Source: an optimization exercise on an open RTL-to-GDS flow (aim: small area). Production flows keep margins and buffers that such runs may drop. No functional check of the RTL was part of any run shown here. No activity file was given, so power comes from the tool's default toggle rates.

### design/flow/config.mk
export PLATFORM = sky130hd
export DESIGN_NAME = alu
export DESIGN_NICKNAME = alu
export VERILOG_FILES = /design/flow/design.v
export SDC_FILE = /design/flow/constraint.sdc
export NUM_CORES = 4
export LEC_CHECK = 0
export ABC_AREA = 1
export CAP_MARGIN = 20
export CORE_MARGIN = 2
export CORE_UTILIZATION = 40
export SLEW_MARGIN = 20
### design/flow/constraint.sdc
create_clock -name core_clock -period 11.0 [get_ports {i_clk}]
set_input_delay 2.2000 -clock core_clock [delete_from_list [all_inputs] [get_ports {i_clk}]]
set_output_delay 2.2000 -clock core_clock [all_outputs]
set_load 0.01 [all_outputs]
### design/flow/run.sh
#!/bin/bash
# synth_recipe.tcl (not shown) runs the flow's synth.tcl, then flattens the netlist and writes it again
# the make line also repeats each setting of config.mk as NAME=value (left out here)
make -C /OpenROAD-flow-scripts/flow DESIGN_CONFIG=/design/flow/config.mk WORK_HOME=/design/flow/orfs CLKGATE_MAP_FILE= SYNTH_SCRIPT=/design/flow/synth_recipe.tcl finish
### design/flow/design.v
module alu (
    input             i_clk,
    input             i_rst_n,
    input             i_valid,
    input      [9:0]  i_data_a,
    input      [9:0]  i_data_b,
    input      [3:0]  i_inst,
    output            o_valid,
    output     [9:0]  o_data
);
reg [9:0] o_data_r;
reg       o_valid_r;
assign o_valid = o_valid_r;
assign o_data  = o_data_r;
wire [9:0] a = i_data_a;
wire [9:0] b = i_data_b;
wire t_hi = ~a[9] & (a[8] | a[7] | (a[6] & a[5]));      
wire t_pm = ~a[9] & ~t_hi & (a[6] | a[5]);              
wire t_lo =  a[9] & ~(a[8] & a[7] & (a[6] | a[5]));     
wire t_nm =  a[9] & ~t_lo & ~(a[6] & a[5]);             
wire arith = i_valid ? (i_inst <= 4'd4) : 1'b1;
reg  [9:0] bm;
reg  [9:0] x;
reg        cin;
always @(*) begin
    bm = 10'd0; x = 10'd0; cin = 1'b0;
    if (!i_valid) x = o_data_r;        
    else case (i_inst)
        4'd0: begin bm = 10'd64; x = b; end
        4'd1: begin bm = 10'd64; x = ~b; cin = 1'b1; end
        4'd2: begin bm = b; end
        4'd3: begin bm = b; x = o_data_r; end
        4'd4: begin
            if (t_hi)      x = 10'd64;
            else if (t_lo) x = 10'h3c0;           
            else if (t_pm) begin bm = 10'd32; x = 10'd16; end
            else if (t_nm) begin bm = 10'd32; x = 10'h3f0; end    
            else bm = 10'd64;
        end
        default: ;
    endcase
end
wire c1;
wire s2;
wire c3;
wire c4;
wire s5;
wire c6;
wire s7;
wire c8;
wire c9;
wire s10;
wire c11;
wire s12;
wire c13;
wire s14;
wire c15;
wire c16;
wire s17;
wire c18;
wire s19;
wire c20;
wire s21;
wire c22;
wire s23;
wire c24;
wire c25;
wire s26;
wire c27;
wire s28;
wire c29;
wire s30;
wire c31;
wire s32;
wire c33;
wire s34;
wire c35;
wire s36;
wire c37;
wire c38;
wire s39;
wire s40;
wire c41;
wire s42;
wire c43;
wire s44;
wire c45;
wire s46;
wire c47;
wire s48;
wire c49;
wire s50;
wire c51;
wire s52;
wire c53;
wire c54;
wire s55;
wire s56;
wire c57;
wire s58;
wire c59;
wire s60;
wire c61;
wire s62;
wire c63;
wire s64;
wire c65;
wire s66;
wire c67;
wire s68;
wire c69;
wire s70;
wire c71;
wire c72;
wire s73;
wire s74;
wire c75;
wire s76;
wire c77;
wire s78;
wire c79;
wire s80;
wire c81;
wire s82;
wire c83;
wire s84;
wire c85;
wire s86;
wire c87;
wire s88;
wire c89;
wire s90;
wire c91;
wire c92;
wire s93;
wire s94;
wire c95;
wire s96;
wire c97;
wire s98;
wire c99;
wire s100;
wire c101;
wire s102;
wire c103;
wire s104;
wire c105;
wire s106;
wire c107;
wire s108;
wire c109;
wire s110;
wire c111;
wire s112;
wire c113;
wire s114;
wire c115;
wire s116;
wire c117;
wire s118;
wire c119;
wire s120;
wire c121;
wire s122;
wire c123;
wire s124;
wire c125;
wire s126;
wire c127;
wire s128;
wire c129;
wire s130;
wire c131;
wire s132;
wire c133;
wire s134;
wire c135;
wire s136;
wire c137;
wire s138;
wire c139;
wire s140;
wire c141;
wire s142;
wire c143;
wire s144;
wire c145;
wire s146;
wire c147;
wire s148;
wire c149;
wire s150;
wire c151;
wire s152;
wire c153;
wire s154;
wire c155;
wire s156;
wire c157;
wire s158;
wire c159;
wire s160;
wire c161;
wire s162;
wire c163;
wire s164;
wire c165;
wire s166;
wire c167;
wire s168;
wire c169;
wire s170;
wire c171;
wire s172;
wire c173;
wire s174;
wire c175;
wire s176;
wire c177;
wire s178;
wire c179;
wire s180;
wire c181;
wire s182;
wire c183;
wire c184;
wire s185;
wire s186;
wire c187;
wire s188;
wire c189;
wire s190;
wire c191;
wire s192;
wire c193;
wire c194;
wire s195;
wire s196;
wire c197;
wire s198;
wire c199;
wire s200;
wire c201;
wire c202;
wire s203;
wire s204;
wire c205;
wire s206;
wire c207;
wire c208;
wire s209;
wire s210;
wire c211;
wire s212;
wire c213;
assign c1 = (a[0] & bm[1]) & (a[1] & bm[0]);
assign s2 = (a[0] & bm[2]) ^ (a[1] & bm[1]) ^ (a[2] & bm[0]);
assign c3 = ((a[0] & bm[2]) & (a[1] & bm[1])) | ((a[0] & bm[2]) & (a[2] & bm[0])) | ((a[1] & bm[1]) & (a[2] & bm[0]));
assign c4 = c1 & s2;
assign s5 = (a[0] & bm[3]) ^ (a[1] & bm[2]) ^ (a[2] & bm[1]);
assign c6 = ((a[0] & bm[3]) & (a[1] & bm[2])) | ((a[0] & bm[3]) & (a[2] & bm[1])) | ((a[1] & bm[2]) & (a[2] & bm[1]));
assign s7 = (a[3] & bm[0]) ^ c3 ^ s5;
assign c8 = ((a[3] & bm[0]) & c3) | ((a[3] & bm[0]) & s5) | (c3 & s5);
assign c9 = c4 & s7;
assign s10 = (a[0] & bm[4]) ^ (a[1] & bm[3]) ^ (a[2] & bm[2]);
assign c11 = ((a[0] & bm[4]) & (a[1] & bm[3])) | ((a[0] & bm[4]) & (a[2] & bm[2])) | ((a[1] & bm[3]) & (a[2] & bm[2]));
assign s12 = (a[3] & bm[1]) ^ (a[4] & bm[0]) ^ c6;
assign c13 = ((a[3] & bm[1]) & (a[4] & bm[0])) | ((a[3] & bm[1]) & c6) | ((a[4] & bm[0]) & c6);
assign s14 = s10 ^ c8 ^ s12;
assign c15 = (s10 & c8) | (s10 & s12) | (c8 & s12);
assign c16 = c9 & s14;
assign s17 = 1'b1 ^ (a[0] & bm[5]) ^ (a[1] & bm[4]);
assign c18 = (1'b1 & (a[0] & bm[5])) | (1'b1 & (a[1] & bm[4])) | ((a[0] & bm[5]) & (a[1] & bm[4]));
assign s19 = (a[2] & bm[3]) ^ (a[3] & bm[2]) ^ (a[4] & bm[1]);
assign c20 = ((a[2] & bm[3]) & (a[3] & bm[2])) | ((a[2] & bm[3]) & (a[4] & bm[1])) | ((a[3] & bm[2]) & (a[4] & bm[1]));
assign s21 = (a[5] & bm[0]) ^ c11 ^ s17;
assign c22 = ((a[5] & bm[0]) & c11) | ((a[5] & bm[0]) & s17) | (c11 & s17);
assign s23 = s19 ^ c13 ^ s21;
assign c24 = (s19 & c13) | (s19 & s21) | (c13 & s21);
assign c25 = (c15 & s23) | (c15 & c16) | (s23 & c16);
assign s26 = (a[0] & bm[6]) ^ (a[1] & bm[5]) ^ (a[2] & bm[4]);
assign c27 = ((a[0] & bm[6]) & (a[1] & bm[5])) | ((a[0] & bm[6]) & (a[2] & bm[4])) | ((a[1] & bm[5]) & (a[2] & bm[4]));
assign s28 = (a[3] & bm[3]) ^ (a[4] & bm[2]) ^ (a[5] & bm[1]);
assign c29 = ((a[3] & bm[3]) & (a[4] & bm[2])) | ((a[3] & bm[3]) & (a[5] & bm[1])) | ((a[4] & bm[2]) & (a[5] & bm[1]));
assign s30 = (a[6] & bm[0]) ^ x[0] ^ cin;
assign c31 = ((a[6] & bm[0]) & x[0]) | ((a[6] & bm[0]) & cin) | (x[0] & cin);
assign s32 = c18 ^ c20 ^ s26;
assign c33 = (c18 & c20) | (c18 & s26) | (c20 & s26);
assign s34 = s28 ^ s30 ^ c22;
assign c35 = (s28 & s30) | (s28 & c22) | (s30 & c22);
assign s36 = s32 ^ c24 ^ s34;
assign c37 = (s32 & c24) | (s32 & s34) | (c24 & s34);
assign c38 = s36 & c25;
assign s39 = s36 ^ c25;
assign s40 = (a[0] & bm[7]) ^ (a[1] & bm[6]) ^ (a[2] & bm[5]);
assign c41 = ((a[0] & bm[7]) & (a[1] & bm[6])) | ((a[0] & bm[7]) & (a[2] & bm[5])) | ((a[1] & bm[6]) & (a[2] & bm[5]));
assign s42 = (a[3] & bm[4]) ^ (a[4] & bm[3]) ^ (a[5] & bm[2]);
assign c43 = ((a[3] & bm[4]) & (a[4] & bm[3])) | ((a[3] & bm[4]) & (a[5] & bm[2])) | ((a[4] & bm[3]) & (a[5] & bm[2]));
assign s44 = (a[6] & bm[1]) ^ (a[7] & bm[0]) ^ x[1];
assign c45 = ((a[6] & bm[1]) & (a[7] & bm[0])) | ((a[6] & bm[1]) & x[1]) | ((a[7] & bm[0]) & x[1]);
assign s46 = c27 ^ c29 ^ c31;
assign c47 = (c27 & c29) | (c27 & c31) | (c29 & c31);
assign s48 = s40 ^ s42 ^ s44;
assign c49 = (s40 & s42) | (s40 & s44) | (s42 & s44);
assign s50 = c33 ^ s46 ^ s48;
assign c51 = (c33 & s46) | (c33 & s48) | (s46 & s48);
assign s52 = c35 ^ s50 ^ c37;
assign c53 = (c35 & s50) | (c35 & c37) | (s50 & c37);
assign c54 = s52 & c38;
assign s55 = s52 ^ c38;
assign s56 = (a[0] & bm[8]) ^ (a[1] & bm[7]) ^ (a[2] & bm[6]);
assign c57 = ((a[0] & bm[8]) & (a[1] & bm[7])) | ((a[0] & bm[8]) & (a[2] & bm[6])) | ((a[1] & bm[7]) & (a[2] & bm[6]));
assign s58 = (a[3] & bm[5]) ^ (a[4] & bm[4]) ^ (a[5] & bm[3]);
assign c59 = ((a[3] & bm[5]) & (a[4] & bm[4])) | ((a[3] & bm[5]) & (a[5] & bm[3])) | ((a[4] & bm[4]) & (a[5] & bm[3]));
assign s60 = (a[6] & bm[2]) ^ (a[7] & bm[1]) ^ (a[8] & bm[0]);
assign c61 = ((a[6] & bm[2]) & (a[7] & bm[1])) | ((a[6] & bm[2]) & (a[8] & bm[0])) | ((a[7] & bm[1]) & (a[8] & bm[0]));
assign s62 = x[2] ^ c41 ^ c43;
assign c63 = (x[2] & c41) | (x[2] & c43) | (c41 & c43);
assign s64 = c45 ^ s56 ^ s58;
assign c65 = (c45 & s56) | (c45 & s58) | (s56 & s58);
assign s66 = s60 ^ c47 ^ c49;
assign c67 = (s60 & c47) | (s60 & c49) | (c47 & c49);
assign s68 = s62 ^ s64 ^ c51;
assign c69 = (s62 & s64) | (s62 & c51) | (s64 & c51);
assign s70 = s66 ^ s68 ^ c53;
assign c71 = (s66 & s68) | (s66 & c53) | (s68 & c53);
assign c72 = s70 & c54;
assign s73 = s70 ^ c54;
assign s74 = ~(a[0] & bm[9]) ^ (a[1] & bm[8]) ^ (a[2] & bm[7]);
assign c75 = (~(a[0] & bm[9]) & (a[1] & bm[8])) | (~(a[0] & bm[9]) & (a[2] & bm[7])) | ((a[1] & bm[8]) & (a[2] & bm[7]));
assign s76 = (a[3] & bm[6]) ^ (a[4] & bm[5]) ^ (a[5] & bm[4]);
assign c77 = ((a[3] & bm[6]) & (a[4] & bm[5])) | ((a[3] & bm[6]) & (a[5] & bm[4])) | ((a[4] & bm[5]) & (a[5] & bm[4]));
assign s78 = (a[6] & bm[3]) ^ (a[7] & bm[2]) ^ (a[8] & bm[1]);
assign c79 = ((a[6] & bm[3]) & (a[7] & bm[2])) | ((a[6] & bm[3]) & (a[8] & bm[1])) | ((a[7] & bm[2]) & (a[8] & bm[1]));
assign s80 = ~(a[9] & bm[0]) ^ x[3] ^ c57;
assign c81 = (~(a[9] & bm[0]) & x[3]) | (~(a[9] & bm[0]) & c57) | (x[3] & c57);
assign s82 = c59 ^ c61 ^ s74;
assign c83 = (c59 & c61) | (c59 & s74) | (c61 & s74);
assign s84 = s76 ^ s78 ^ c63;
assign c85 = (s76 & s78) | (s76 & c63) | (s78 & c63);
assign s86 = c65 ^ s80 ^ s82;
assign c87 = (c65 & s80) | (c65 & s82) | (s80 & s82);
assign s88 = c67 ^ s84 ^ s86;
assign c89 = (c67 & s84) | (c67 & s86) | (s84 & s86);
assign s90 = c69 ^ s88 ^ c71;
assign c91 = (c69 & s88) | (c69 & c71) | (s88 & c71);
assign c92 = s90 & c72;
assign s93 = s90 ^ c72;
assign s94 = 1'b1 ^ ~(a[1] & bm[9]) ^ (a[2] & bm[8]);
assign c95 = (1'b1 & ~(a[1] & bm[9])) | (1'b1 & (a[2] & bm[8])) | (~(a[1] & bm[9]) & (a[2] & bm[8]));
assign s96 = (a[3] & bm[7]) ^ (a[4] & bm[6]) ^ (a[5] & bm[5]);
assign c97 = ((a[3] & bm[7]) & (a[4] & bm[6])) | ((a[3] & bm[7]) & (a[5] & bm[5])) | ((a[4] & bm[6]) & (a[5] & bm[5]));
assign s98 = (a[6] & bm[4]) ^ (a[7] & bm[3]) ^ (a[8] & bm[2]);
assign c99 = ((a[6] & bm[4]) & (a[7] & bm[3])) | ((a[6] & bm[4]) & (a[8] & bm[2])) | ((a[7] & bm[3]) & (a[8] & bm[2]));
assign s100 = ~(a[9] & bm[1]) ^ x[4] ^ c75;
assign c101 = (~(a[9] & bm[1]) & x[4]) | (~(a[9] & bm[1]) & c75) | (x[4] & c75);
assign s102 = c77 ^ c79 ^ s94;
assign c103 = (c77 & c79) | (c77 & s94) | (c79 & s94);
assign s104 = s96 ^ s98 ^ c81;
assign c105 = (s96 & s98) | (s96 & c81) | (s98 & c81);
assign s106 = c83 ^ s100 ^ s102;
assign c107 = (c83 & s100) | (c83 & s102) | (s100 & s102);
assign s108 = c85 ^ s104 ^ c87;
assign c109 = (c85 & s104) | (c85 & c87) | (s104 & c87);
assign s110 = s106 ^ c89 ^ s108;
assign c111 = (s106 & c89) | (s106 & s108) | (c89 & s108);
assign s112 = s110 ^ c91 ^ c92;
assign c113 = (s110 & c91) | (s110 & c92) | (c91 & c92);
assign s114 = ~(a[2] & bm[9]) ^ (a[3] & bm[8]) ^ (a[4] & bm[7]);
assign c115 = (~(a[2] & bm[9]) & (a[3] & bm[8])) | (~(a[2] & bm[9]) & (a[4] & bm[7])) | ((a[3] & bm[8]) & (a[4] & bm[7]));
assign s116 = (a[5] & bm[6]) ^ (a[6] & bm[5]) ^ (a[7] & bm[4]);
assign c117 = ((a[5] & bm[6]) & (a[6] & bm[5])) | ((a[5] & bm[6]) & (a[7] & bm[4])) | ((a[6] & bm[5]) & (a[7] & bm[4]));
assign s118 = (a[8] & bm[3]) ^ ~(a[9] & bm[2]) ^ x[5];
assign c119 = ((a[8] & bm[3]) & ~(a[9] & bm[2])) | ((a[8] & bm[3]) & x[5]) | (~(a[9] & bm[2]) & x[5]);
assign s120 = c95 ^ c97 ^ c99;
assign c121 = (c95 & c97) | (c95 & c99) | (c97 & c99);
assign s122 = s114 ^ s116 ^ s118;
assign c123 = (s114 & s116) | (s114 & s118) | (s116 & s118);
assign s124 = c101 ^ c103 ^ s120;
assign c125 = (c101 & c103) | (c101 & s120) | (c103 & s120);
assign s126 = s122 ^ c105 ^ c107;
assign c127 = (s122 & c105) | (s122 & c107) | (c105 & c107);
assign s128 = s124 ^ c109 ^ s126;
assign c129 = (s124 & c109) | (s124 & s126) | (c109 & s126);
assign s130 = c111 ^ s128 ^ c113;
assign c131 = (c111 & s128) | (c111 & c113) | (s128 & c113);
assign s132 = ~(a[3] & bm[9]) ^ (a[4] & bm[8]) ^ (a[5] & bm[7]);
assign c133 = (~(a[3] & bm[9]) & (a[4] & bm[8])) | (~(a[3] & bm[9]) & (a[5] & bm[7])) | ((a[4] & bm[8]) & (a[5] & bm[7]));
assign s134 = (a[6] & bm[6]) ^ (a[7] & bm[5]) ^ (a[8] & bm[4]);
assign c135 = ((a[6] & bm[6]) & (a[7] & bm[5])) | ((a[6] & bm[6]) & (a[8] & bm[4])) | ((a[7] & bm[5]) & (a[8] & bm[4]));
assign s136 = ~(a[9] & bm[3]) ^ x[6] ^ c115;
assign c137 = (~(a[9] & bm[3]) & x[6]) | (~(a[9] & bm[3]) & c115) | (x[6] & c115);
assign s138 = c117 ^ c119 ^ s132;
assign c139 = (c117 & c119) | (c117 & s132) | (c119 & s132);
assign s140 = s134 ^ c121 ^ c123;
assign c141 = (s134 & c121) | (s134 & c123) | (c121 & c123);
assign s142 = s136 ^ s138 ^ c125;
assign c143 = (s136 & s138) | (s136 & c125) | (s138 & c125);
assign s144 = s140 ^ c127 ^ s142;
assign c145 = (s140 & c127) | (s140 & s142) | (c127 & s142);
assign s146 = c129 ^ s144 ^ c131;
assign c147 = (c129 & s144) | (c129 & c131) | (s144 & c131);
assign s148 = ~(a[4] & bm[9]) ^ (a[5] & bm[8]) ^ (a[6] & bm[7]);
assign c149 = (~(a[4] & bm[9]) & (a[5] & bm[8])) | (~(a[4] & bm[9]) & (a[6] & bm[7])) | ((a[5] & bm[8]) & (a[6] & bm[7]));
assign s150 = (a[7] & bm[6]) ^ (a[8] & bm[5]) ^ ~(a[9] & bm[4]);
assign c151 = ((a[7] & bm[6]) & (a[8] & bm[5])) | ((a[7] & bm[6]) & ~(a[9] & bm[4])) | ((a[8] & bm[5]) & ~(a[9] & bm[4]));
assign s152 = x[7] ^ c133 ^ c135;
assign c153 = (x[7] & c133) | (x[7] & c135) | (c133 & c135);
assign s154 = s148 ^ s150 ^ c137;
assign c155 = (s148 & s150) | (s148 & c137) | (s150 & c137);
assign s156 = c139 ^ s152 ^ c141;
assign c157 = (c139 & s152) | (c139 & c141) | (s152 & c141);
assign s158 = s154 ^ c143 ^ s156;
assign c159 = (s154 & c143) | (s154 & s156) | (c143 & s156);
assign s160 = c145 ^ s158 ^ c147;
assign c161 = (c145 & s158) | (c145 & c147) | (s158 & c147);
assign s162 = ~(a[5] & bm[9]) ^ (a[6] & bm[8]) ^ (a[7] & bm[7]);
assign c163 = (~(a[5] & bm[9]) & (a[6] & bm[8])) | (~(a[5] & bm[9]) & (a[7] & bm[7])) | ((a[6] & bm[8]) & (a[7] & bm[7]));
assign s164 = (a[8] & bm[6]) ^ ~(a[9] & bm[5]) ^ x[8];
assign c165 = ((a[8] & bm[6]) & ~(a[9] & bm[5])) | ((a[8] & bm[6]) & x[8]) | (~(a[9] & bm[5]) & x[8]);
assign s166 = c149 ^ c151 ^ s162;
assign c167 = (c149 & c151) | (c149 & s162) | (c151 & s162);
assign s168 = s164 ^ c153 ^ s166;
assign c169 = (s164 & c153) | (s164 & s166) | (c153 & s166);
assign s170 = c155 ^ s168 ^ c157;
assign c171 = (c155 & s168) | (c155 & c157) | (s168 & c157);
assign s172 = c159 ^ s170 ^ c161;
assign c173 = (c159 & s170) | (c159 & c161) | (s170 & c161);
assign s174 = 1'b1 ^ ~(a[6] & bm[9]) ^ (a[7] & bm[8]);
assign c175 = (1'b1 & ~(a[6] & bm[9])) | (1'b1 & (a[7] & bm[8])) | (~(a[6] & bm[9]) & (a[7] & bm[8]));
assign s176 = (a[8] & bm[7]) ^ ~(a[9] & bm[6]) ^ ~x[9];
assign c177 = ((a[8] & bm[7]) & ~(a[9] & bm[6])) | ((a[8] & bm[7]) & ~x[9]) | (~(a[9] & bm[6]) & ~x[9]);
assign s178 = c163 ^ c165 ^ s174;
assign c179 = (c163 & c165) | (c163 & s174) | (c165 & s174);
assign s180 = s176 ^ c167 ^ s178;
assign c181 = (s176 & c167) | (s176 & s178) | (c167 & s178);
assign s182 = c169 ^ s180 ^ c171;
assign c183 = (c169 & s180) | (c169 & c171) | (s180 & c171);
assign c184 = s182 & c173;
assign s185 = s182 ^ c173;
assign s186 = 1'b1 ^ ~(a[7] & bm[9]) ^ (a[8] & bm[8]);
assign c187 = (1'b1 & ~(a[7] & bm[9])) | (1'b1 & (a[8] & bm[8])) | (~(a[7] & bm[9]) & (a[8] & bm[8]));
assign s188 = ~(a[9] & bm[7]) ^ c175 ^ c177;
assign c189 = (~(a[9] & bm[7]) & c175) | (~(a[9] & bm[7]) & c177) | (c175 & c177);
assign s190 = s186 ^ c179 ^ s188;
assign c191 = (s186 & c179) | (s186 & s188) | (c179 & s188);
assign s192 = c181 ^ s190 ^ c183;
assign c193 = (c181 & s190) | (c181 & c183) | (s190 & c183);
assign c194 = s192 & c184;
assign s195 = s192 ^ c184;
assign s196 = 1'b1 ^ ~(a[8] & bm[9]) ^ ~(a[9] & bm[8]);
assign c197 = (1'b1 & ~(a[8] & bm[9])) | (1'b1 & ~(a[9] & bm[8])) | (~(a[8] & bm[9]) & ~(a[9] & bm[8]));
assign s198 = c187 ^ s196 ^ c189;
assign c199 = (c187 & s196) | (c187 & c189) | (s196 & c189);
assign s200 = c191 ^ s198 ^ c193;
assign c201 = (c191 & s198) | (c191 & c193) | (s198 & c193);
assign c202 = s200 & c194;
assign s203 = s200 ^ c194;
assign s204 = 1'b1 ^ (a[9] & bm[9]) ^ c197;
assign c205 = (1'b1 & (a[9] & bm[9])) | (1'b1 & c197) | ((a[9] & bm[9]) & c197);
assign s206 = s204 ^ c199 ^ c201;
assign c207 = (s204 & c199) | (s204 & c201) | (c199 & c201);
assign c208 = s206 & c202;
assign s209 = s206 ^ c202;
assign s210 = 1'b1 ^ 1'b1 ^ c205;
assign c211 = (1'b1 & 1'b1) | (1'b1 & c205) | (1'b1 & c205);
assign s212 = s210 ^ c207 ^ c208;
assign c213 = (s210 & c207) | (s210 & c208) | (c207 & c208);
wire [19:6] sum = {s212, s209, s203, s195, s185, s172, s160, s146, s130, s112, s93, s73, s55, s39};
wire ovf = ~((sum[19:15] == 5'b00000) | (sum[19:15] == 5'b11111));
wire [9:0] ares = ovf ? {sum[19], {9{~sum[19]}}} : sum[15:6];
reg [3:0] clz, ctz;
integer k;
always @(*) begin
    clz = 4'd10;
    for (k = 0; k < 10; k = k + 1) if (a[k]) clz = 4'd9 - k;
    ctz = 4'd0;
    for (k = 9; k >= 0; k = k - 1) if (a[k]) ctz = k;
end
wire [3:0] pop = a[0] + a[1] + a[2] + a[3] + a[4] + a[5] + a[6] + a[7] + a[8] + a[9];
wire [3:0] sh = (b > 10'd8) ? 4'd9 : b[3:0];
wire [19:0] dbl = {a, a} << sh;
wire [9:0] rot = dbl[19:10];
reg [9:0] res;
always @(*) begin
    if (arith) res = ares;
    else case (i_inst)
        4'd5: res = a | ~b;
        4'd6: res = {6'd0, clz};
        4'd7: res = {6'd0, ctz};
        4'd8: res = {6'd0, pop};
        4'd9: res = rot;
        default: res = 10'd0;
    endcase
end
always @(posedge i_clk or negedge i_rst_n) begin
    if (!i_rst_n) begin
        o_data_r  <= 10'd0;
        o_valid_r <= 1'b0;
    end else begin
        o_data_r  <= res;
        o_valid_r <= i_valid;
    end
end
endmodule
==> out/summary.md, run 1 <==
The final cycle utilization of the critical path works out to 0.952. In the synthesized netlist the dominant register cell turns out to be dfrtp_1. After clock tree synthesis, the flow added hold-fix buffers numbering 0. In this run the worst hold path is classified as reg2reg.

In this run the tool buffered the top-level ports with 37 buffer cells. The via count of the first global-routing pass was 4,939; the maximum single-stage delay on the critical path was 0.57 ns. In the synthesized netlist, the number of instances is 699. The number of buffers inserted during clock tree synthesis is 3, and the synthesis warning total is 1.

The tool flagged a number of max-cap violations equal to 0. For the worst reg-to-reg setup slack, the log shows 3.55 ns. The placement row count was 40; the number of nets still failing antenna checks after routing was 0.

The logs give 42 for the distinct cell type count of the synthesized netlist and 0 for the count of endpoints failing hold in the final timing report. The top cell type by total area after synthesis is fa_1. The post-synthesis instance area was 4980 sq um.

The run gives 0 as the initial antenna violation count. The first detailed-routing pass took 5 iterations. For the worst setup path, the data required time is 11.13 ns. In this run the critical register-to-register path is launched from o_data_r[0]$_DFF_PN0_. At the pin with the least slew margin, the transition time is 0.556 ns. At the later pin of the worst-skew pair, clock insertion delay measures 0.24 ns.

The most prevalent standard cell on the critical path was fa_1. Number of H-tree levels: 1. The logs give 838 for the net count of the mapped netlist and 10.60 ns for the arrival time at the worst endpoint. The count of boundary I/O pins came out at 38.

For the last weighted congestion value of the routability-driven placer, the log shows 0.962. The first-pass GRT wire length came out at 25.6 mm. For the peak supply drop, the log shows 0.000116 V.

The total overflow left after global routing is 0. The share of Yosys cell area claimed by the top area cell type came out at 0.378. Once detailed placement completed, the half-perimeter wirelength came to 13.5 mm. For this design the static power due to leakage is 0.00280 uW. The power density relative to cell area came out at 127 nW/um^2. The die extent in y works out to 116 microns. Area added between synthesis and finish: 15.5%.

Clock-pin slew was measured on the worst setup and hold paths at 0.04 ns. The logs give 888 for the final net count and 95.5 MHz for the highest clock frequency the design can meet. The total core area was 12,100 sq um; the share of synthesized flip-flops with an asynchronous set or reset was 1.00.

Entering global routing, the biggest net connects 14 pins. Dividing the detail-routed wire length by the instance count gives 17.6 microns. Vias per cell: 5.32. The utilization after layout is 0.475, and the post-layout total power is 732 uW. Ratio of cells with drive above 1 in the final layout: 0.0949. Worst slew margin relative to its limit: 0.629. The routed via count came out at 4,870. TritonCTS built the clock tree.

The number of cells on the worst reg-to-reg path is 31. In the synthesized netlist, the cells that appear most often are nand2_1 (165), inv_1 (134), fa_1 (94). In this run the mean area of a mapped cell was 7.13 sq um.

The tree is rooted in a clkbuf_16. The layout has 1,275 filler cells. The tools report the post-synthesis sequential area ratio as 0.0552.

The most critical setup path has its startpoint at i_inst[1]. The number of diodes added for antenna fixing is 0. The critical path ends at o_data_r[5]$_DFF_PN0_.

The die covers 13,400 sq um. For this design, the sink count on the clock tree is 11. The highest-delay cell along the critical path was fa_1.

Critical-path maximum fanout: 9. For the initial cell density of the core, the log shows 0.411. By instance count, the leading cell after synthesis is nand2_1. After detailed routing, the total wire length is 16.2 mm.

The clock arrives with 0.000727 ns of skew. The critical path is of the in2reg type. The nature of the critical path endpoint was a register. The flow ran to the end and the layout has no timing, DRC or antenna violations. For the combined global-route utilization of all metal layers, the log shows 0.249. By area the synthesized netlist is led by fa_1 (38%), nand2_1 (12%), inv_1 (10%), nor2_1 (6.6%), dfrtp_1 (5.5%). The number of DRC markers after the initial detailed-route iteration was 385; the sequential cell area in the final layout was 275 sq um. The clock passes through at most 2 buffers. The endpoint identified for the worst register-to-register timing path is o_data_r[5]$_DFF_PN0_. Setup repair after global routing left no endpoint under its margin. The number of remaining DRC errors is 0, and the final number of setup-violating endpoints is 0. The worst path in the final design needs a cycle of 10.47 ns, including I/O delays and setup. The synthesized design contains 0 enable-type register cells. The synthesized design contains 11 register bits.

The tools report the multi-input gate area in the final layout as 4080 sq um. STA classifies the critical path startpoint as a primary input. The die boundary width is 116 microns. The run gives 0 as the final count of pins violating max slew.
[per-stage QoR]
step                hold slack (ns)  setup WS (ns)  TNS (ns)  instances  area (sq um)
floorplan                      1.53           1.27         0        699          4980
global placement               1.82          0.191         0        911          5650
detailed placement             1.83        -0.0567    -0.256        911          5650
CTS                            1.89          0.227         0        915          5730
global route                   2.03         0.0128         0        916          5760
finish                         1.92          0.533         0        916          5760
[cell families (layout without fill, tap and decap cells)]
| family | count (synthesis) | count (layout) | share of synthesized area |
|---|---|---|---|
| DFF | 11 | 11 | 0.0552 |
| buffers and inverters | 162 | 211 | 0.129 |
| xor gates and xnor gates | 3 | 3 | 0.00678 |
| and+or+nand+nor | 340 | 340 | 0.304 |
| AOI/OAI and AO/OA | 70 | 70 | 0.0803 |
| adders and majority gates | 112 | 112 | 0.423 |
| muxes | 1 | 1 | 0.00201 |
[how the worst min path moves through the flow]
stage | startpoint | end | slack [ns] | depth (start not counted)
final | o_data_r[1]$_DFF_PN0_ | o_data_r[2]$_DFF_PN0_ | 1.92 | 11
after floorplan | o_data_r[1]$_DFF_PN0_ | o_data_r[1]$_DFF_PN0_ | 1.53 | 11
after detailed placement | o_data_r[1]$_DFF_PN0_ | o_data_r[1]$_DFF_PN0_ | 1.83 | 11
after global placement | o_data_r[1]$_DFF_PN0_ | o_data_r[1]$_DFF_PN0_ | 1.82 | 11
after global routing | o_data_r[4]$_DFF_PN0_ | o_data_r[6]$_DFF_PN0_ | 2.03 | 8
after CTS | o_data_r[1]$_DFF_PN0_ | o_data_r[1]$_DFF_PN0_ | 1.89 | 11
[repair_timing]
action                     4_1_cts  5_1_grt
setup buffers                    0        1
setup endpoints to repair        0        9
gates resized for setup          0        7
[metal layers]
metal / up-vias / global-route usage / part of all wire
met5: - / 0 / 0
met4: 0 / 0.0611 / 0.023
met3: 31 / 0.0350 / 0.081
met2: 207 / 0.397 / 0.46
met1: 2402 / 0.361 / 0.44
li1: 2230 / - / -
[flip-flops by register name, summed over array words and instances, names as in the netlist]
register   cells
o_valid_r      1
o_data_r      10
[worst max-delay path: cells and delay by family]
| family | cells | cell delay [ns] |
|---|---|---|
| compound gates | 3 | 0.37 |
| simple gates | 9 | 1.26 |
| xor+xnor | 2 | 0.34 |
| buf+inv | 6 | 0.92 |
| fa+ha+maj | 16 | 5.47 |
[power by group]
part	switching, uW	leakage [uW]	internal, uW
clock network	20.2	0.0000382	48.9
registers	18.5	0.000138	59.6
logic	343	0.00263	241
total	382	0.00280	350
[cell type report]
| class | count | share of cell area |
|---|---|---|
| multi-input cells | 526 | 0.709 |
| repair buffers | 64 | 0.100 |
| inverters | 143 | 0.0932 |
| flip-flops and latches | 11 | 0.0478 |
| well taps | 168 | 0.0365 |
| clock buffers | 4 | 0.0137 |
[cells in the final DEF (no fill, tap or decap), types with 2 or more instances in the layout]
cell             netlist  routed
o21a_1                 3       3
nand2_1              165     165
ha_1                  18      18
clkdlybuf4s50_1        0      36
nor2_4                 1       2
o21ai_0               35      35
clkbuf_16              0       3
clkinv_1               5       5
a21oi_1                9       9
nand2_2                4       4
nor2_1                88      84
nand3_2                9       9
xnor2_1                2       2
nor3_1                 3       3
o21ai_1               10      10
inv_2                  4       5
buf_4                  1      27
inv_1                134     133
nand3_1               44      44
nand4_1               10      10
o211ai_1               3       3
nand4_2                2       2
fa_1                  94      94
dfrtp_1               11      11
nor2_2                10      13
==> run 2, diff against run 1 <==
--- a/design/flow/design.v
+++ b/design/flow/design.v
@@ -328,4 +328,4 @@
 assign s73 = s70 ^ c54;
-assign s74 = ~(a[0] & bm[9]) ^ (a[1] & bm[8]) ^ (a[2] & bm[7]);
-assign c75 = (~(a[0] & bm[9]) & (a[1] & bm[8])) | (~(a[0] & bm[9]) & (a[2] & bm[7])) | ((a[1] & bm[8]) & (a[2] & bm[7]));
+assign s74 = (~(a[0] & bm[9])) ^ (a[1] & bm[8]) ^ (a[2] & bm[7]);
+assign c75 = ((~(a[0] & bm[9])) & (a[1] & bm[8])) | ((~(a[0] & bm[9])) & (a[2] & bm[7])) | ((a[1] & bm[8]) & (a[2] & bm[7]));
 assign s76 = (a[3] & bm[6]) ^ (a[4] & bm[5]) ^ (a[5] & bm[4]);
@@ -334,4 +334,4 @@
 assign c79 = ((a[6] & bm[3]) & (a[7] & bm[2])) | ((a[6] & bm[3]) & (a[8] & bm[1])) | ((a[7] & bm[2]) & (a[8] & bm[1]));
-assign s80 = ~(a[9] & bm[0]) ^ x[3] ^ c57;
-assign c81 = (~(a[9] & bm[0]) & x[3]) | (~(a[9] & bm[0]) & c57) | (x[3] & c57);
+assign s80 = (~(a[9] & bm[0])) ^ x[3] ^ c57;
+assign c81 = ((~(a[9] & bm[0])) & x[3]) | ((~(a[9] & bm[0])) & c57) | (x[3] & c57);
 assign s82 = c59 ^ c61 ^ s74;
@@ -348,4 +348,4 @@
 assign s93 = s90 ^ c72;
-assign s94 = 1'b1 ^ ~(a[1] & bm[9]) ^ (a[2] & bm[8]);
-assign c95 = (1'b1 & ~(a[1] & bm[9])) | (1'b1 & (a[2] & bm[8])) | (~(a[1] & bm[9]) & (a[2] & bm[8]));
+assign s94 = 1'b1 ^ (~(a[1] & bm[9])) ^ (a[2] & bm[8]);
+assign c95 = (1'b1 & (~(a[1] & bm[9]))) | (1'b1 & (a[2] & bm[8])) | ((~(a[1] & bm[9])) & (a[2] & bm[8]));
 assign s96 = (a[3] & bm[7]) ^ (a[4] & bm[6]) ^ (a[5] & bm[5]);
@@ -354,4 +354,4 @@
 assign c99 = ((a[6] & bm[4]) & (a[7] & bm[3])) | ((a[6] & bm[4]) & (a[8] & bm[2])) | ((a[7] & bm[3]) & (a[8] & bm[2]));
-assign s100 = ~(a[9] & bm[1]) ^ x[4] ^ c75;
-assign c101 = (~(a[9] & bm[1]) & x[4]) | (~(a[9] & bm[1]) & c75) | (x[4] & c75);
+assign s100 = (~(a[9] & bm[1])) ^ x[4] ^ c75;
+assign c101 = ((~(a[9] & bm[1])) & x[4]) | ((~(a[9] & bm[1])) & c75) | (x[4] & c75);
 assign s102 = c77 ^ c79 ^ s94;
@@ -368,8 +368,8 @@
 assign c113 = (s110 & c91) | (s110 & c92) | (c91 & c92);
-assign s114 = ~(a[2] & bm[9]) ^ (a[3] & bm[8]) ^ (a[4] & bm[7]);
-assign c115 = (~(a[2] & bm[9]) & (a[3] & bm[8])) | (~(a[2] & bm[9]) & (a[4] & bm[7])) | ((a[3] & bm[8]) & (a[4] & bm[7]));
+assign s114 = (~(a[2] & bm[9])) ^ (a[3] & bm[8]) ^ (a[4] & bm[7]);
+assign c115 = ((~(a[2] & bm[9])) & (a[3] & bm[8])) | ((~(a[2] & bm[9])) & (a[4] & bm[7])) | ((a[3] & bm[8]) & (a[4] & bm[7]));
 assign s116 = (a[5] & bm[6]) ^ (a[6] & bm[5]) ^ (a[7] & bm[4]);
 assign c117 = ((a[5] & bm[6]) & (a[6] & bm[5])) | ((a[5] & bm[6]) & (a[7] & bm[4])) | ((a[6] & bm[5]) & (a[7] & bm[4]));
-assign s118 = (a[8] & bm[3]) ^ ~(a[9] & bm[2]) ^ x[5];
-assign c119 = ((a[8] & bm[3]) & ~(a[9] & bm[2])) | ((a[8] & bm[3]) & x[5]) | (~(a[9] & bm[2]) & x[5]);
+assign s118 = (a[8] & bm[3]) ^ (~(a[9] & bm[2])) ^ x[5];
+assign c119 = ((a[8] & bm[3]) & (~(a[9] & bm[2]))) | ((a[8] & bm[3]) & x[5]) | ((~(a[9] & bm[2])) & x[5]);
 assign s120 = c95 ^ c97 ^ c99;
@@ -386,8 +386,8 @@
 assign c131 = (c111 & s128) | (c111 & c113) | (s128 & c113);
-assign s132 = ~(a[3] & bm[9]) ^ (a[4] & bm[8]) ^ (a[5] & bm[7]);
-assign c133 = (~(a[3] & bm[9]) & (a[4] & bm[8])) | (~(a[3] & bm[9]) & (a[5] & bm[7])) | ((a[4] & bm[8]) & (a[5] & bm[7]));
+assign s132 = (~(a[3] & bm[9])) ^ (a[4] & bm[8]) ^ (a[5] & bm[7]);
+assign c133 = ((~(a[3] & bm[9])) & (a[4] & bm[8])) | ((~(a[3] & bm[9])) & (a[5] & bm[7])) | ((a[4] & bm[8]) & (a[5] & bm[7]));
 assign s134 = (a[6] & bm[6]) ^ (a[7] & bm[5]) ^ (a[8] & bm[4]);
 assign c135 = ((a[6] & bm[6]) & (a[7] & bm[5])) | ((a[6] & bm[6]) & (a[8] & bm[4])) | ((a[7] & bm[5]) & (a[8] & bm[4]));
-assign s136 = ~(a[9] & bm[3]) ^ x[6] ^ c115;
-assign c137 = (~(a[9] & bm[3]) & x[6]) | (~(a[9] & bm[3]) & c115) | (x[6] & c115);
+assign s136 = (~(a[9] & bm[3])) ^ x[6] ^ c115;
+assign c137 = ((~(a[9] & bm[3])) & x[6]) | ((~(a[9] & bm[3])) & c115) | (x[6] & c115);
 assign s138 = c117 ^ c119 ^ s132;
@@ -402,6 +402,6 @@
 assign c147 = (c129 & s144) | (c129 & c131) | (s144 & c131);
-assign s148 = ~(a[4] & bm[9]) ^ (a[5] & bm[8]) ^ (a[6] & bm[7]);
-assign c149 = (~(a[4] & bm[9]) & (a[5] & bm[8])) | (~(a[4] & bm[9]) & (a[6] & bm[7])) | ((a[5] & bm[8]) & (a[6] & bm[7]));
-assign s150 = (a[7] & bm[6]) ^ (a[8] & bm[5]) ^ ~(a[9] & bm[4]);
-assign c151 = ((a[7] & bm[6]) & (a[8] & bm[5])) | ((a[7] & bm[6]) & ~(a[9] & bm[4])) | ((a[8] & bm[5]) & ~(a[9] & bm[4]));
+assign s148 = (~(a[4] & bm[9])) ^ (a[5] & bm[8]) ^ (a[6] & bm[7]);
+assign c149 = ((~(a[4] & bm[9])) & (a[5] & bm[8])) | ((~(a[4] & bm[9])) & (a[6] & bm[7])) | ((a[5] & bm[8]) & (a[6] & bm[7]));
+assign s150 = (a[7] & bm[6]) ^ (a[8] & bm[5]) ^ (~(a[9] & bm[4]));
+assign c151 = ((a[7] & bm[6]) & (a[8] & bm[5])) | ((a[7] & bm[6]) & (~(a[9] & bm[4]))) | ((a[8] & bm[5]) & (~(a[9] & bm[4])));
 assign s152 = x[7] ^ c133 ^ c135;
@@ -416,6 +416,6 @@
 assign c161 = (c145 & s158) | (c145 & c147) | (s158 & c147);
-assign s162 = ~(a[5] & bm[9]) ^ (a[6] & bm[8]) ^ (a[7] & bm[7]);
-assign c163 = (~(a[5] & bm[9]) & (a[6] & bm[8])) | (~(a[5] & bm[9]) & (a[7] & bm[7])) | ((a[6] & bm[8]) & (a[7] & bm[7]));
-assign s164 = (a[8] & bm[6]) ^ ~(a[9] & bm[5]) ^ x[8];
-assign c165 = ((a[8] & bm[6]) & ~(a[9] & bm[5])) | ((a[8] & bm[6]) & x[8]) | (~(a[9] & bm[5]) & x[8]);
+assign s162 = (~(a[5] & bm[9])) ^ (a[6] & bm[8]) ^ (a[7] & bm[7]);
+assign c163 = ((~(a[5] & bm[9])) & (a[6] & bm[8])) | ((~(a[5] & bm[9])) & (a[7] & bm[7])) | ((a[6] & bm[8]) & (a[7] & bm[7]));
+assign s164 = (a[8] & bm[6]) ^ (~(a[9] & bm[5])) ^ x[8];
+assign c165 = ((a[8] & bm[6]) & (~(a[9] & bm[5]))) | ((a[8] & bm[6]) & x[8]) | ((~(a[9] & bm[5])) & x[8]);
 assign s166 = c149 ^ c151 ^ s162;
@@ -428,6 +428,6 @@
 assign c173 = (c159 & s170) | (c159 & c161) | (s170 & c161);
-assign s174 = 1'b1 ^ ~(a[6] & bm[9]) ^ (a[7] & bm[8]);
-assign c175 = (1'b1 & ~(a[6] & bm[9])) | (1'b1 & (a[7] & bm[8])) | (~(a[6] & bm[9]) & (a[7] & bm[8]));
-assign s176 = (a[8] & bm[7]) ^ ~(a[9] & bm[6]) ^ ~x[9];
-assign c177 = ((a[8] & bm[7]) & ~(a[9] & bm[6])) | ((a[8] & bm[7]) & ~x[9]) | (~(a[9] & bm[6]) & ~x[9]);
+assign s174 = 1'b1 ^ (~(a[6] & bm[9])) ^ (a[7] & bm[8]);
+assign c175 = (1'b1 & (~(a[6] & bm[9]))) | (1'b1 & (a[7] & bm[8])) | ((~(a[6] & bm[9])) & (a[7] & bm[8]));
+assign s176 = (a[8] & bm[7]) ^ (~(a[9] & bm[6])) ^ (~x[9]);
+assign c177 = ((a[8] & bm[7]) & (~(a[9] & bm[6]))) | ((a[8] & bm[7]) & (~x[9])) | ((~(a[9] & bm[6])) & (~x[9]));
 assign s178 = c163 ^ c165 ^ s174;
@@ -440,6 +440,6 @@
 assign s185 = s182 ^ c173;
-assign s186 = 1'b1 ^ ~(a[7] & bm[9]) ^ (a[8] & bm[8]);
-assign c187 = (1'b1 & ~(a[7] & bm[9])) | (1'b1 & (a[8] & bm[8])) | (~(a[7] & bm[9]) & (a[8] & bm[8]));
-assign s188 = ~(a[9] & bm[7]) ^ c175 ^ c177;
-assign c189 = (~(a[9] & bm[7]) & c175) | (~(a[9] & bm[7]) & c177) | (c175 & c177);
+assign s186 = 1'b1 ^ (~(a[7] & bm[9])) ^ (a[8] & bm[8]);
+assign c187 = (1'b1 & (~(a[7] & bm[9]))) | (1'b1 & (a[8] & bm[8])) | ((~(a[7] & bm[9])) & (a[8] & bm[8]));
+assign s188 = (~(a[9] & bm[7])) ^ c175 ^ c177;
+assign c189 = ((~(a[9] & bm[7])) & c175) | ((~(a[9] & bm[7])) & c177) | (c175 & c177);
 assign s190 = s186 ^ c179 ^ s188;
@@ -450,4 +450,4 @@
 assign s195 = s192 ^ c184;
-assign s196 = 1'b1 ^ ~(a[8] & bm[9]) ^ ~(a[9] & bm[8]);
-assign c197 = (1'b1 & ~(a[8] & bm[9])) | (1'b1 & ~(a[9] & bm[8])) | (~(a[8] & bm[9]) & ~(a[9] & bm[8]));
+assign s196 = 1'b1 ^ (~(a[8] & bm[9])) ^ (~(a[9] & bm[8]));
+assign c197 = (1'b1 & (~(a[8] & bm[9]))) | (1'b1 & (~(a[9] & bm[8]))) | ((~(a[8] & bm[9])) & (~(a[9] & bm[8])));
 assign s198 = c187 ^ s196 ^ c189;
@@ -471,13 +471,21 @@
 wire [9:0] ares = ovf ? {sum[19], {9{~sum[19]}}} : sum[15:6];
-reg [3:0] clz, ctz;
-integer k;
-always @(*) begin
-    clz = 4'd10;
-    for (k = 0; k < 10; k = k + 1) if (a[k]) clz = 4'd9 - k;
-    ctz = 4'd0;
-    for (k = 9; k >= 0; k = k - 1) if (a[k]) ctz = k;
-end
-wire [3:0] pop = a[0] + a[1] + a[2] + a[3] + a[4] + a[5] + a[6] + a[7] + a[8] + a[9];
-wire [3:0] sh = (b > 10'd8) ? 4'd9 : b[3:0];
-wire [19:0] dbl = {a, a} << sh;
+wire [9:0] q, p;    
+assign q[9] = a[9];
+assign p[0] = a[0];
+genvar gi;
+generate for (gi = 0; gi < 9; gi = gi + 1) begin : g_or
+    assign q[gi] = q[gi+1] | a[gi];
+    assign p[gi+1] = p[gi] | a[gi+1];
+end endgenerate
+wire sel_clz = (i_inst == 4'd6);
+wire sel_ctz = (i_inst == 4'd7);
+wire sel_pop = (i_inst == 4'd8);
+wire [9:0] cin_bits = ({10{sel_pop}} & a) | ({10{sel_clz}} & ~q) | ({10{sel_ctz & p[9]}} & ~p);
+wire [3:0] pop = cin_bits[0] + cin_bits[1] + cin_bits[2] + cin_bits[3] + cin_bits[4]
+               + cin_bits[5] + cin_bits[6] + cin_bits[7] + cin_bits[8] + cin_bits[9];
+wire sel_rot = (i_inst == 4'd9);
+wire sel_orn = (i_inst == 4'd5);
+wire [9:0] rin = a | ({10{sel_orn}} & ~b);
+wire [3:0] sh = ~sel_rot ? 4'd0 : (b > 10'd8) ? 4'd9 : b[3:0];
+wire [19:0] dbl = {rin, rin} << sh;
 wire [9:0] rot = dbl[19:10];
@@ -486,10 +494,4 @@
     if (arith) res = ares;
-    else case (i_inst)
-        4'd5: res = a | ~b;
-        4'd6: res = {6'd0, clz};
-        4'd7: res = {6'd0, ctz};
-        4'd8: res = {6'd0, pop};
-        4'd9: res = rot;
-        default: res = 10'd0;
-    endcase
+    else if (sel_rot | sel_orn) res = rot;
+    else res = {6'd0, pop};
 end
--- a/design/flow/config.mk
+++ b/design/flow/config.mk
@@ -11,2 +11,3 @@
 export CORE_UTILIZATION = 40
+export GPL_TIMING_DRIVEN = 0
 export SLEW_MARGIN = 20
==> run 2 against run 1 <==
  * Non-clock buffer count decreased by 6
  * Die area decreased by 1.3%
  * Via count decreased by 2.1%
  * Largest power group unchanged
==> out/summary.md, run 2 <==
Counting flops and latches in the post-synthesis netlist gives 11. The share of synthesized flip-flops with an asynchronous set or reset works out to 1.00. The clock arrives with 0.00315 ns of skew. Buffers inserted during clock tree synthesis total 3.

Setup total negative slack on the finished layout was measured at 0 ns. STA classifies the critical path endpoint as a register. Critical-path maximum fanout: 10. The clock passes through at most 2 buffers. The flow ran to the end and the layout has no timing, DRC or antenna violations. Number of H-tree levels: 1.

Counting cells, the worst reg-to-reg path comes to 30. The critical path is of the in2reg type. The largest total area in the synthesized netlist belongs to fa_1.

In the routed layout, each cell is associated on average with a via count of 5.42. The final layout contains 871 nets. The combined global-route utilization of all metal layers was 0.239.

The number of buffers and inverters on the critical path is 6, and the synthesis warning total is 1. The critical path required time was 11.11 ns; the final worst slack was 0.455 ns. The met1 global-route usage came out at 0.353. The area added between synthesis and finish is 15.6%. Entering global routing, the biggest net connects 12 pins.

The share of Yosys cell area claimed by the top area cell type is 0.383, and the post-layout total power is 805 uW. CTS saw 11 sinks. In the synthesized netlist, the cells that appear most often are inv_1 (143), nand2_1 (140), fa_1 (94). Clock latency at the later pin of the worst-skew pair: 0.23 ns. The layer flagged by global routing as most heavily used is met2.

The mapped netlist covers 4920 sq um. The tools report the distinct cell type count of the synthesized netlist as 43. The slowest stage of the critical path belongs to the cell fa_1. The logs give 0 for the final count of pins violating max slew and 4,716 for the via count of the first global-routing pass. For the arrival time at the worst endpoint, the log shows 10.65 ns. The clock input transition at the sequential cells of the worst setup and hold paths works out to 0.04 ns. From left edge to right edge, the die measures 115 microns. Before CTS, the worst setup slack after placement is -0.673 ns. The post-layout minimum cycle time works out to 10.54 ns.

Clock tree synthesis selected as its root buffer the cell clkbuf_16. At the pin with the least slew margin, the transition time is 0.679 ns. In this run the remaining antenna-violating nets after routing total 0. Synthesis produced a netlist whose cell count is 686.

The path length in cells of the critical path was 35. For this design the top-level I/O count stands at 38. Power spread over the standard cell area amounts to 142 nW/um^2. The ratio of cells with drive above 1 in the final layout is 0.105, and the die extent in y is 115 microns. The run gives 0.402 as the met2 capacity usage during global routing. Family with the most delay on the worst path: adder cells.

STA classifies the critical path startpoint as a primary input. The path class of the tightest hold or removal check is reg2reg. Most common cell after layout, fill and taps aside: inv_1. The first routing iteration left 404 violations. For the number of iterations in the first detailed-routing pass, the log shows 5. The library cells used most frequently in the layout, excluding fill and tap cells, are inv_1 (143), nand2_1 (136), fa_1 (94), nor2_1 (76), nand3_1 (66).

The number of nets in the synthesized netlist is 823. The register with the most flip-flops in the layout has 10 of them. The run gives 40 as the placement row count. The first-pass GRT wire length was 24.6 mm. Initial cell density of the core: 0.409.

The total wire length after detailed routing was 15.3 mm. At the end of routability-driven placement, the weighted congestion stood at 0.947. The worst slew margin relative to its limit is 0.547, and the number of remaining DRC errors is 0. The per-instance average area after synthesis is 7.17 sq um. The count of endpoints failing hold in the final timing report was 0; the final cycle utilization of the critical path was 0.959. The total core area is 12,000 sq um, and the wire length per cell is 17.4 microns. In this run the tool buffered the top-level ports with 33 buffer cells. The run gives 12.9 mm as the detailed placer's ending HPWL. The cell that appears most often on the critical path is fa_1. The number of diodes added for antenna fixing is 0, and the leakage power figure is 0.00282 uW. The maximum single-stage delay on the critical path was 0.49 ns; the final number of setup-violating endpoints was 0.

The initial antenna violation count came out at 0. Static timing analysis puts the maximum clock frequency at 94.8 MHz. The floorplan step defined a die boundary enclosing 13,200 sq um. Yosys mapped a number of flops with a built-in enable equal to 0. The routed via count is 4,769, and the max-cap check violation count is 0. Ranked by flip-flop count, first place goes to o_data_r. The global-route met3 utilization was 0.0195; the total overflow reported by the global router was 0. The worst-case IR drop observed on VDD is 0.000141 V. The worst hold path passes through 10 cells. The final hold slack came out at 1.95 ns. After synthesis, the cell types taking the most area are fa_1 (38%), inv_1 (11%), nand2_1 (11%), nand3_1 (6.7%), nor2_1 (6.6%). The most used flip-flop cell after synthesis is dfrtp_1.

TritonCTS built the clock tree. Most common cell in the synthesized netlist: inv_1. The largest registers in the layout are o_data_r (10), o_valid_r (1). The run gives 0.0560 as the post-synthesis sequential area ratio.

After clock tree synthesis, the flow added hold-fix buffers numbering 0.
[run 2: logic make-up (layout without fill, tap and decap cells)]
group                    Yosys count  after routing  share of synthesized area
flip-flops                        11             11                     0.0560
XOR/XNOR                           3              3                    0.00534
adder cells (fa/ha/maj)          110            110                      0.423
AND/OR/NAND/NOR                  313            313                      0.280
buffers and inverters            169            216                      0.134
AO/OA/AOI/OAI                     80             80                      0.101
[run 2: worst min-delay path: stages (launching register included)]
cell      delay [ns]
dfrtp_1         0.39
nand2_1         0.09
o21ai_0         0.12
fa_1            0.22
fa_1            0.20
fa_1            0.19
fa_1            0.16
ha_1            0.23
nand3_1         0.09
nand2_1         0.07
a21boi_2        0.14
[run 2: layer usage]
metal | routed length (microns) | up-vias | part of all wire
met5 | 0 | - | 0
met4 | 161 | 0 | 0.011
met3 | 990 | 18 | 0.065
met2 | 7300 | 199 | 0.48
met1 | 6830 | 2351 | 0.45
li1 | - | 2201 | -
[run 2: layout make-up]
type	count	area (sq um)
Fill cell	1250	6330
Buffer	14	77.6
Sequential cell	11	275
Clock buffer	3	75.1
Timing Repair Buffer	44	398
Inverter	154	588
Multi-Input combinational cell	506	4080
Clock inverter	1	5.00
Tap cell	147	184
[run 2: repair_timing]
action / in CTS / in global routing
buffers inserted: 7 / 4
resized for setup: 10 / 36
endpoints found under the setup margin: 9 / 10
pin swaps: 1 / 2
[run 2: path summary, 6_finish.rpt]
kind,start,to,slack (ns)
hold / removal,o_data_r[1]$_DFF_PN0_,o_data_r[1]$_DFF_PN0_,1.95
hold reg to reg,o_data_r[1]$_DFF_PN0_,o_data_r[1]$_DFF_PN0_,1.95
min in group asynchronous,i_rst_n,o_data_r[9]$_DFF_PN0_,2.30
max in group asynchronous,i_rst_n,o_data_r[1]$_DFF_PN0_,8.36
setup / recovery,i_inst[3],o_data_r[4]$_DFF_PN0_,0.46
setup reg to reg,o_data_r[0]$_DFF_PN0_,o_data_r[4]$_DFF_PN0_,3.42
[run 2: stage by stage]
step           area, sq um  instances   util
6_report              5680        880  0.473
5_1_grt               5680        880  0.473
4_1_cts               5580        877  0.464
3_5_place_dp          5430        866  0.452
3_3_place_gp          5430        866  0.452
2_1_floorplan         4920        686      -
[run 2: power breakdown]
part           switching, uW  internal (uW)
clock network           16.9           48.0
logic                    371            288
registers               19.3           61.4
total                    408            397

[static timing again, ports no longer ideal]
The results above use ideal ports. As a check the final layouts listed here were re-extracted and re-timed, cells and wires unchanged. Step 1 assumes that a clkbuf_16 drives the clock port and a buf_2 every other input. Step 2 adds t to the input delays and takes it off the output delays; t is the mean of the earliest and latest rising clock arrival at the registers after step 1. Input paths then give back, and output paths get back, about the clock's delay inside the block. Three values: ideal, step 1, step 2; two values: the first two.
run | t, ns | slack for setup (ns) | hold WS [ns] | latest minus earliest clock arrival (ns)
run 1 | 0.269 | 0.533 / 0.533 / 0.264 | 1.918 / 1.918 / 1.918 | 0.001 / 0.000
run 2 | 0.259 | 0.455 / 0.457 / 0.199 | 1.946 / 1.946 / 1.946 | 0.004 / 0.003
After both steps setup and hold are still met in every run listed. The setup slack of run 1, which loses most, moves by 0.000 ns with the drivers and by -0.269 ns with both steps.
